This is an optimization exercise on Yosys and OpenROAD, whose aim is small area, a short achievable clock period and few clock cycles, not a production implementation. Where RTL was checked, it was by simulation tests only, not by an equivalence proof against the original. Power figures rest on the tool's default switching activity, not on a simulated workload.

==> flow/design.v <==
module processor (clk,rst,imem_addr,imem_data,dmem_addr,dmem_wdata,dmem_we,dmem_re,dmem_rdata,stat);
    input clk;
    input rst;                   
    output [7:0] imem_addr;
    input [79:0] imem_data;
    output [7:0] dmem_addr;
    output [63:0] dmem_wdata;
    output dmem_we;
    output dmem_re;
    input [63:0] dmem_rdata;
    output [3:0] stat;           
    localparam [3:0] S_AOK = 4'b1000, S_HLT = 4'b0100, S_ADR = 4'b0010, S_INS = 4'b0001;
    integer i;
    reg [7:0]  pc;
    reg        pc_bad;
    reg        x_live;           
    reg [3:0]  x_stat;           
    reg        x_cmov, x_rm, x_mr, x_opq, x_call, x_ret, x_push, x_pop;
    reg        x_retf;           
    reg        x_ldp;            
    reg        x_stp;            
    reg        x_retx;           
    reg        x_rspb;           
    reg        x_sub, x_and, x_xor;
    reg [3:0]  x_fn;
    reg [14:0] x_selA, x_selB;   
    reg [3:0]  x_dst;
    reg        x_wmem;           
    reg [63:0] x_valC;           
    reg [8:0]  x_valP;           
    reg [7:0]  x_ab, x_aoff;     
    reg        sb_valid;         
    reg [7:0]  sb_addr;
    reg [63:0] sb_data;
    reg        cc_zf, cc_lt;     
    reg        stopped;
    reg [3:0]  stop_stat;
    reg [63:0] rf [0:14];
    function cond(input [3:0] fn, input zf, input lt);
        case (fn)
            4'h0: cond = 1'b1;
            4'h1: cond = lt | zf;
            4'h2: cond = lt;
            4'h3: cond = zf;
            4'h4: cond = ~zf;
            4'h5: cond = ~lt;
            4'h6: cond = ~lt & ~zf;
            default: cond = 1'b0;
        endcase
    endfunction
    function [8:0] add8(input [7:0] a, input [7:0] b);
        reg [7:0] g, p;
        reg [8:0] c;
        reg g10, p10, g32, p32, g54, p54, g76, p76;
        begin
            g = a & b;
            p = a ^ b;
            g10 = g[1] | (p[1] & g[0]);  p10 = p[1] & p[0];
            g32 = g[3] | (p[3] & g[2]);  p32 = p[3] & p[2];
            g54 = g[5] | (p[5] & g[4]);  p54 = p[5] & p[4];
            g76 = g[7] | (p[7] & g[6]);  p76 = p[7] & p[6];
            c[0] = 1'b0;
            c[1] = g[0];
            c[2] = g10;
            c[3] = g[2] | (p[2] & g10);
            c[4] = g32 | (p32 & g10);
            c[5] = g[4] | (p[4] & c[4]);
            c[6] = g54 | (p54 & c[4]);
            c[7] = g[6] | (p[6] & (g54 | (p54 & c[4])));
            c[8] = (g76 | (p76 & g54)) | (p76 & p54 & c[4]);
            add8 = {c[8], p ^ c[7:0]};
        end
    endfunction
    reg [63:0] valA, valB;
    always @(*) begin
        valA = 64'd0;
        valB = 64'd0;
        for (i = 0; i < 15; i = i + 1) begin
            valA = valA | ({64{x_selA[i]}} & rf[i]);
            valB = valB | ({64{x_selB[i]}} & rf[i]);
        end
    end
    wire [63:0] valY = (x_opq | x_cmov) ? (valA ^ {64{x_sub}}) : x_valC;
    wire [63:0] sum = valB + valY + {63'd0, x_sub};
    wire [63:0] pp = valB ^ valY;
    wire [63:0] gg = valB & valY;
    wire [63:0] oo = valB | valY;
    wire [63:0] valE = x_and ? gg : x_xor ? pp : sum;
    wire zf_sum = (pp == {oo[62:0], x_sub});
    wire e_zf = x_and ? (gg == 64'd0) : x_xor ? (pp == 64'd0) : zf_sum;
    wire n63 = x_sub ? (valY[63] ^ (&valY[62:0])) : valY[63];
    wire e_lt = x_and ? gg[63] : x_xor ? pp[63] : ((n63 == valB[63]) ? valB[63] : sum[63]);
    wire [8:0]  lo_sum = add8(x_ab, x_aoff);
    wire        sum_ok = (pp[8] == lo_sum[8]) & (pp[63:9] == oo[62:8]);
    wire        x_addr_rsp = x_pop | x_ret;
    wire        x_memop = x_rm | x_mr | x_call | x_ret | x_push | x_pop;
    wire        addr_ok = x_addr_rsp ? (valB[63:8] == 56'd0) : sum_ok;
    wire        mem_bad = x_memop & ~addr_ok;
    wire x_go = x_live & ~stopped & (x_stat == S_AOK);
    wire port_ld = x_ldp & ~stopped;
    wire ret_rd = ~sb_valid & ~x_rspb;
    assign dmem_addr  = port_ld ? lo_sum[7:0] : sb_valid ? sb_addr : rf[4][7:0];
    assign dmem_wdata = sb_data;
    assign dmem_we    = sb_valid & ~port_ld;
    assign dmem_re    = 1'b1;
    wire [63:0] rdata = (sb_valid & (sb_addr == lo_sum[7:0])) ? sb_data : dmem_rdata;
    always @(posedge clk) begin
        if (rst)
            sb_valid <= 1'b0;
        else if (x_stp & ~stopped & addr_ok)
            sb_valid <= 1'b1;
        else if (~port_ld)
            sb_valid <= 1'b0;
    end
    always @(posedge clk) begin
        if (x_stp & ~stopped) begin
            sb_addr <= lo_sum[7:0];
            sb_data <= x_call ? {55'd0, x_valP} : valA;
        end
    end
    wire [63:0] wval = x_wmem ? rdata : valE;
    wire        w1 = x_go & (x_dst != 4'hF) & (~x_cmov | cond(x_fn, cc_zf, cc_lt));
    wire        w2 = x_go & x_pop;                   
    wire        we1 = w1;
    wire        we2 = w2;
    function [63:0] rf_init(input integer k);
        case (k)
            1: rf_init = 64'd1;   2: rf_init = 64'd2;   3: rf_init = 64'd3;
            4: rf_init = 64'd14;  7: rf_init = 64'd18;  8: rf_init = 64'd30;
            9: rf_init = 64'd20;  10: rf_init = 64'd22; 13: rf_init = 64'd1;
            14: rf_init = 64'd10;
            default: rf_init = 64'd0;
        endcase
    endfunction
    wire [63:0] wd0 = wval & {64{~rst}};
    wire [63:0] wd1 = wval | {64{rst}};
    wire [63:0] wr4 = valE & {64{~rst}};
    always @(posedge clk) begin
        for (i = 0; i < 15; i = i + 1) begin
            if (rst || (we1 && x_dst == i))
                rf[i] <= (rf_init(i) & wd1) | (~rf_init(i) & wd0);
            else if (i == 4 && we2)
                rf[i] <= wr4;
        end
    end
    always @(posedge clk) begin
        if (rst) begin
            cc_zf <= 1'b0;
            cc_lt <= 1'b0;
        end else if (x_go & x_opq) begin
            cc_zf <= e_zf;
            cc_lt <= e_lt;
        end
    end
    always @(posedge clk) begin
        if (rst) begin
            stopped <= 1'b0;
            stop_stat <= S_AOK;
        end else if (x_live & ~stopped & ((x_stat != S_AOK) | mem_bad)) begin
            stopped <= 1'b1;
            stop_stat <= (x_stat != S_AOK) ? x_stat : S_ADR;
        end
    end
    assign stat = stopped ? stop_stat : (x_live ? x_stat : S_AOK);
    assign imem_addr = pc;
    wire [3:0]  f_icode = imem_data[79:76];
    wire [3:0]  f_ifun  = imem_data[75:72];
    wire [3:0]  f_rA    = imem_data[71:68];
    wire [3:0]  f_rB    = imem_data[67:64];
    wire [63:0] f_valC  = imem_data[63:0];
    wire [63:0] f_dest  = imem_data[71:8];
    wire f_ok = ~pc_bad & (f_icode != 4'h0) & (f_icode < 4'hC);
    wire [3:0] f_stat = pc_bad ? S_ADR : (f_icode >= 4'hC) ? S_INS :
                        (f_icode == 4'h0) ? S_HLT : S_AOK;
    wire f_cmov = f_icode == 4'h2;
    wire f_opq  = f_icode == 4'h6;
    wire f_call = f_icode == 4'h8;
    wire f_usesA = f_cmov | (f_icode == 4'h4) | f_opq | (f_icode == 4'hA);
    wire f_usesB = (f_icode == 4'h4) | (f_icode == 4'h5) | f_opq;
    wire f_stack = f_call | (f_icode == 4'h9) | (f_icode == 4'hA) | (f_icode == 4'hB);
    wire f_down  = f_call | (f_icode == 4'hA);
    reg [7:0] rdB;
    always @(*) begin
        rdB = 8'd0;
        for (i = 0; i < 15; i = i + 1)
            rdB = rdB | ({8{f_rB == i}} & rf[i][7:0]);
    end
    wire [7:0] fwdB = (w1 & (f_rB == x_dst)) ? wval[7:0] : (w2 & (f_rB == 4'd4)) ? valE[7:0] : rdB;
    wire [7:0] fwdS = (w1 & (x_dst == 4'd4)) ? wval[7:0] : w2 ? valE[7:0] : rf[4][7:0];
    wire nz = (x_live & x_opq) ? e_zf : cc_zf;
    wire nl = (x_live & x_opq) ? e_lt : cc_lt;
    wire f_taken = f_call | ((f_icode == 4'h7) & cond(f_ifun, nz, nl));
    wire f_retf = f_ok & (f_icode == 4'h9) & ret_rd;
    wire [8:0] pc1  = {1'b0, pc} + 9'd1;
    wire [8:0] pc2  = {1'b0, pc} + 9'd2;
    wire [8:0] pc9  = {1'b0, pc} + 9'd9;
    wire [8:0] pc10 = {1'b0, pc} + 9'd10;
    reg  [8:0] f_valP;
    always @(*) begin
        case (f_icode)
            4'h2, 4'h6, 4'hA, 4'hB: f_valP = pc2;
            4'h3, 4'h4, 4'h5: f_valP = pc10;
            4'h7, 4'h8: f_valP = pc9;
            default: f_valP = pc1;
        endcase
    end
    always @(posedge clk) begin
        if (rst) begin
            pc <= 8'd0;
            pc_bad <= 1'b0;
        end else if (x_retx) begin
            pc <= rdata[7:0];
            pc_bad <= (rdata[63:8] != 56'd0);
        end else if (f_retf) begin
            pc <= dmem_rdata[7:0];
            pc_bad <= (dmem_rdata[63:8] != 56'd0);
        end else if (f_taken) begin
            pc <= f_dest[7:0];
            pc_bad <= (f_dest[63:8] != 56'd0);
        end else begin
            pc <= f_valP[7:0];
            pc_bad <= f_valP[8];
        end
    end
    always @(posedge clk) begin
        if (rst)
            x_live <= 1'b0;
        else
            x_live <= ~x_retx;
    end
    wire f_go = ~rst & ~x_retx & f_ok;       
    always @(posedge clk) begin
        x_ldp  <= f_go & ((f_icode == 4'h5) | (f_icode == 4'hB) | ((f_icode == 4'h9) & ~f_retf));
        x_stp  <= f_go & ((f_icode == 4'h4) | (f_icode == 4'hA) | f_call);
        x_retx <= f_go & (f_icode == 4'h9) & ~f_retf;
        x_rspb <= f_go & ((f_icode == 4'h4) | (f_icode == 4'h5) | f_stack |
                          (((f_icode == 4'h2) | (f_icode == 4'h3) | f_opq) & (f_rB == 4'd4)));
    end
    always @(posedge clk) begin
        x_stat  <= f_stat;
        x_cmov  <= f_ok & f_cmov;
        x_rm    <= f_ok & (f_icode == 4'h4);
        x_mr    <= f_ok & (f_icode == 4'h5);
        x_opq   <= f_ok & f_opq;
        x_call  <= f_ok & f_call;
        x_ret   <= f_ok & (f_icode == 4'h9);
        x_retf  <= f_retf;
        x_push  <= f_ok & (f_icode == 4'hA);
        x_pop   <= f_ok & (f_icode == 4'hB);
        x_sub   <= f_opq & (f_ifun[1:0] == 2'd1);
        x_and   <= f_opq & (f_ifun[1:0] == 2'd2);
        x_xor   <= f_opq & (f_ifun[1:0] == 2'd3);
        x_fn    <= f_ifun;
        for (i = 0; i < 15; i = i + 1) begin
            x_selA[i] <= f_usesA & (f_rA == i);
            x_selB[i] <= f_stack ? (i == 4) : f_usesB & (f_rB == i);
        end
        case (f_icode)
            4'h2, 4'h3, 4'h6: x_dst <= f_rB;
            4'h5, 4'hB:       x_dst <= f_rA;
            4'h8, 4'h9, 4'hA: x_dst <= 4'd4;
            default:          x_dst <= 4'hF;
        endcase
        x_wmem <= (f_icode == 4'h5) | (f_icode == 4'hB);
        x_valC <= f_down ? 64'hFFFF_FFFF_FFFF_FFF8 : f_stack ? 64'd8 : f_valC;
        x_valP <= f_valP;
        x_ab   <= f_stack ? fwdS : fwdB;
        x_aoff <= f_down ? 8'hF8 : f_stack ? 8'h00 : f_valC[7:0];
    end
endmodule
==> flow/config.mk <==
export PLATFORM = sky130hd
export DESIGN_NAME = processor
export DESIGN_NICKNAME = processor
export VERILOG_FILES = /design/flow/design.v
export SDC_FILE = /design/flow/constraint.sdc
export NUM_CORES = 8
export LEC_CHECK = 0
export CAP_MARGIN = 40
export CORE_MARGIN = 2
export CORE_UTILIZATION = 40
export SLEW_MARGIN = 40
==> flow/constraint.sdc <==
create_clock -name core_clock -period 32.0 [get_ports {clk}]
set_input_delay 6.4000 -clock core_clock [delete_from_list [all_inputs] [get_ports {clk}]]
set_output_delay 6.4000 -clock core_clock [all_outputs]
set_load 0.01 [all_outputs]
standard.sh (not shown) runs the stock make flow with config.mk's settings and CLKGATE_MAP_FILE= SYNTH_SCRIPT=/design/flow/synth_recipe.tcl, a recipe that flattens the netlist after the stock synthesis.
==> flow/flow/run.sh <==
#!/bin/bash
# The standard layout, with buf_4 as the buffer on every port in place of
# the default choice (a slow delay cell).
set -euo pipefail
export BUFFER_PORTS_ARGS="-buffer_cell sky130_fd_sc_hd__buf_4"
bash standard.sh finish > standard.log 2>&1
The baseline produced a clean layout.
Edit:
--- a/flow/design.v
+++ b/flow/design.v
@@ -15,18 +15,13 @@
     reg        pc_bad;
     reg        x_live;           
     reg [3:0]  x_stat;           
     reg        x_cmov, x_rm, x_mr, x_opq, x_call, x_ret, x_push, x_pop;
     reg        x_retf;           
-    reg        x_ldp;            
-    reg        x_stp;            
-    reg        x_retx;           
-    reg        x_rspb;           
     reg        x_sub, x_and, x_xor;
     reg [3:0]  x_fn;
-    reg [14:0] x_selA, x_selB;   
-    reg [3:0]  x_dst;
+    reg [3:0]  x_srcA, x_srcB, x_dst;
     reg        x_wmem;           
     reg [63:0] x_valC;           
     reg [8:0]  x_valP;           
     reg [7:0]  x_ab, x_aoff;     
     reg        sb_valid;         
@@ -74,12 +69,12 @@
     reg [63:0] valA, valB;
     always @(*) begin
         valA = 64'd0;
         valB = 64'd0;
         for (i = 0; i < 15; i = i + 1) begin
-            valA = valA | ({64{x_selA[i]}} & rf[i]);
-            valB = valB | ({64{x_selB[i]}} & rf[i]);
+            valA = valA | ({64{x_srcA == i}} & rf[i]);
+            valB = valB | ({64{x_srcB == i}} & rf[i]);
         end
     end
     wire [63:0] valY = (x_opq | x_cmov) ? (valA ^ {64{x_sub}}) : x_valC;
     wire [63:0] sum = valB + valY + {63'd0, x_sub};
     wire [63:0] pp = valB ^ valY;
@@ -95,36 +90,38 @@
     wire        x_addr_rsp = x_pop | x_ret;
     wire        x_memop = x_rm | x_mr | x_call | x_ret | x_push | x_pop;
     wire        addr_ok = x_addr_rsp ? (valB[63:8] == 56'd0) : sum_ok;
     wire        mem_bad = x_memop & ~addr_ok;
     wire x_go = x_live & ~stopped & (x_stat == S_AOK);
-    wire port_ld = x_ldp & ~stopped;
-    wire ret_rd = ~sb_valid & ~x_rspb;
+    wire x_load  = x_mr | x_pop | (x_ret & ~x_retf);
+    wire x_store = x_rm | x_push | x_call;
+    wire port_ld = x_load & x_go;
+    wire ret_rd = ~sb_valid & ~(x_live & (x_memop | (x_dst == 4'd4)));
     assign dmem_addr  = port_ld ? lo_sum[7:0] : sb_valid ? sb_addr : rf[4][7:0];
     assign dmem_wdata = sb_data;
     assign dmem_we    = sb_valid & ~port_ld;
     assign dmem_re    = 1'b1;
     wire [63:0] rdata = (sb_valid & (sb_addr == lo_sum[7:0])) ? sb_data : dmem_rdata;
     always @(posedge clk) begin
         if (rst)
             sb_valid <= 1'b0;
-        else if (x_stp & ~stopped & addr_ok)
+        else if (x_go & x_store & addr_ok)
             sb_valid <= 1'b1;
         else if (~port_ld)
             sb_valid <= 1'b0;
     end
     always @(posedge clk) begin
-        if (x_stp & ~stopped) begin
+        if (x_go & x_store & addr_ok) begin
             sb_addr <= lo_sum[7:0];
             sb_data <= x_call ? {55'd0, x_valP} : valA;
         end
     end
     wire [63:0] wval = x_wmem ? rdata : valE;
     wire        w1 = x_go & (x_dst != 4'hF) & (~x_cmov | cond(x_fn, cc_zf, cc_lt));
     wire        w2 = x_go & x_pop;                   
-    wire        we1 = w1;
-    wire        we2 = w2;
+    wire        we1 = w1 & ~mem_bad;
+    wire        we2 = w2 & ~mem_bad;
     function [63:0] rf_init(input integer k);
         case (k)
             1: rf_init = 64'd1;   2: rf_init = 64'd2;   3: rf_init = 64'd3;
             4: rf_init = 64'd14;  7: rf_init = 64'd18;  8: rf_init = 64'd30;
             9: rf_init = 64'd20;  10: rf_init = 64'd22; 13: rf_init = 64'd1;
@@ -206,11 +203,11 @@
     end
     always @(posedge clk) begin
         if (rst) begin
             pc <= 8'd0;
             pc_bad <= 1'b0;
-        end else if (x_retx) begin
+        end else if (x_live & x_ret & ~x_retf) begin
             pc <= rdata[7:0];
             pc_bad <= (rdata[63:8] != 56'd0);
         end else if (f_retf) begin
             pc <= dmem_rdata[7:0];
             pc_bad <= (dmem_rdata[63:8] != 56'd0);
@@ -224,19 +221,11 @@
     end
     always @(posedge clk) begin
         if (rst)
             x_live <= 1'b0;
         else
-            x_live <= ~x_retx;
-    end
-    wire f_go = ~rst & ~x_retx & f_ok;       
-    always @(posedge clk) begin
-        x_ldp  <= f_go & ((f_icode == 4'h5) | (f_icode == 4'hB) | ((f_icode == 4'h9) & ~f_retf));
-        x_stp  <= f_go & ((f_icode == 4'h4) | (f_icode == 4'hA) | f_call);
-        x_retx <= f_go & (f_icode == 4'h9) & ~f_retf;
-        x_rspb <= f_go & ((f_icode == 4'h4) | (f_icode == 4'h5) | f_stack |
-                          (((f_icode == 4'h2) | (f_icode == 4'h3) | f_opq) & (f_rB == 4'd4)));
+            x_live <= ~(x_live & x_ret & ~x_retf);
     end
     always @(posedge clk) begin
         x_stat  <= f_stat;
         x_cmov  <= f_ok & f_cmov;
         x_rm    <= f_ok & (f_icode == 4'h4);
@@ -249,14 +238,12 @@
         x_pop   <= f_ok & (f_icode == 4'hB);
         x_sub   <= f_opq & (f_ifun[1:0] == 2'd1);
         x_and   <= f_opq & (f_ifun[1:0] == 2'd2);
         x_xor   <= f_opq & (f_ifun[1:0] == 2'd3);
         x_fn    <= f_ifun;
-        for (i = 0; i < 15; i = i + 1) begin
-            x_selA[i] <= f_usesA & (f_rA == i);
-            x_selB[i] <= f_stack ? (i == 4) : f_usesB & (f_rB == i);
-        end
+        x_srcA  <= f_usesA ? f_rA : 4'hF;
+        x_srcB  <= f_stack ? 4'd4 : f_usesB ? f_rB : 4'hF;
         case (f_icode)
             4'h2, 4'h3, 4'h6: x_dst <= f_rB;
             4'h5, 4'hB:       x_dst <= f_rA;
             4'h8, 4'h9, 4'hA: x_dst <= 4'd4;
             default:          x_dst <= 4'hF;
=> Utilization goes up by 0.55 points. Cell area grows by 11%. Setup slack degrades by 1.3 ns. Area after synthesis grows by 9.0%. Total power is higher by 26%. Via count climbs by 17%. Wire length is higher by 42%. Hold slack barely changes. Final cell count increases by 13%. Non-clock buffer count rose by 176. Die area climbs by 8.9%. Clock power grows by about 8%. Global-route usage goes up by 12 points. Count of clock-buffer cells in the layout rises by 3.
Testbench counts after the change, summed over its fixed seeds: cycles 35,385.
No functional check of the RTL was part of the first run of this note.

==> static timing again, ports no longer ideal <==
How much do the figures lean on ideal ports? The routed layouts below were timed once more, with nothing changed but the port constraints.
Step 1 assumes that a clkbuf_16 drives the clock port and a buf_2 every other input.
Step 2 also shifts input and output timing later by t, the mid clock arrival at the registers, as if the neighbouring blocks saw the same clock.
a / b / c = no drivers / after step 1 / after step 2; a / b = the first two.
run | t (ns) | setup WS [ns] | worst slew at a driven data input, ns | pins driven straight from the clock port
the first run | 0.886 | 22.169 / 22.088 / 22.245 | 0.07 | 1
the second run | 0.909 | 20.867 / 20.867 / 20.867 | 0.06 | 1
After both steps every run listed still meets setup and hold.
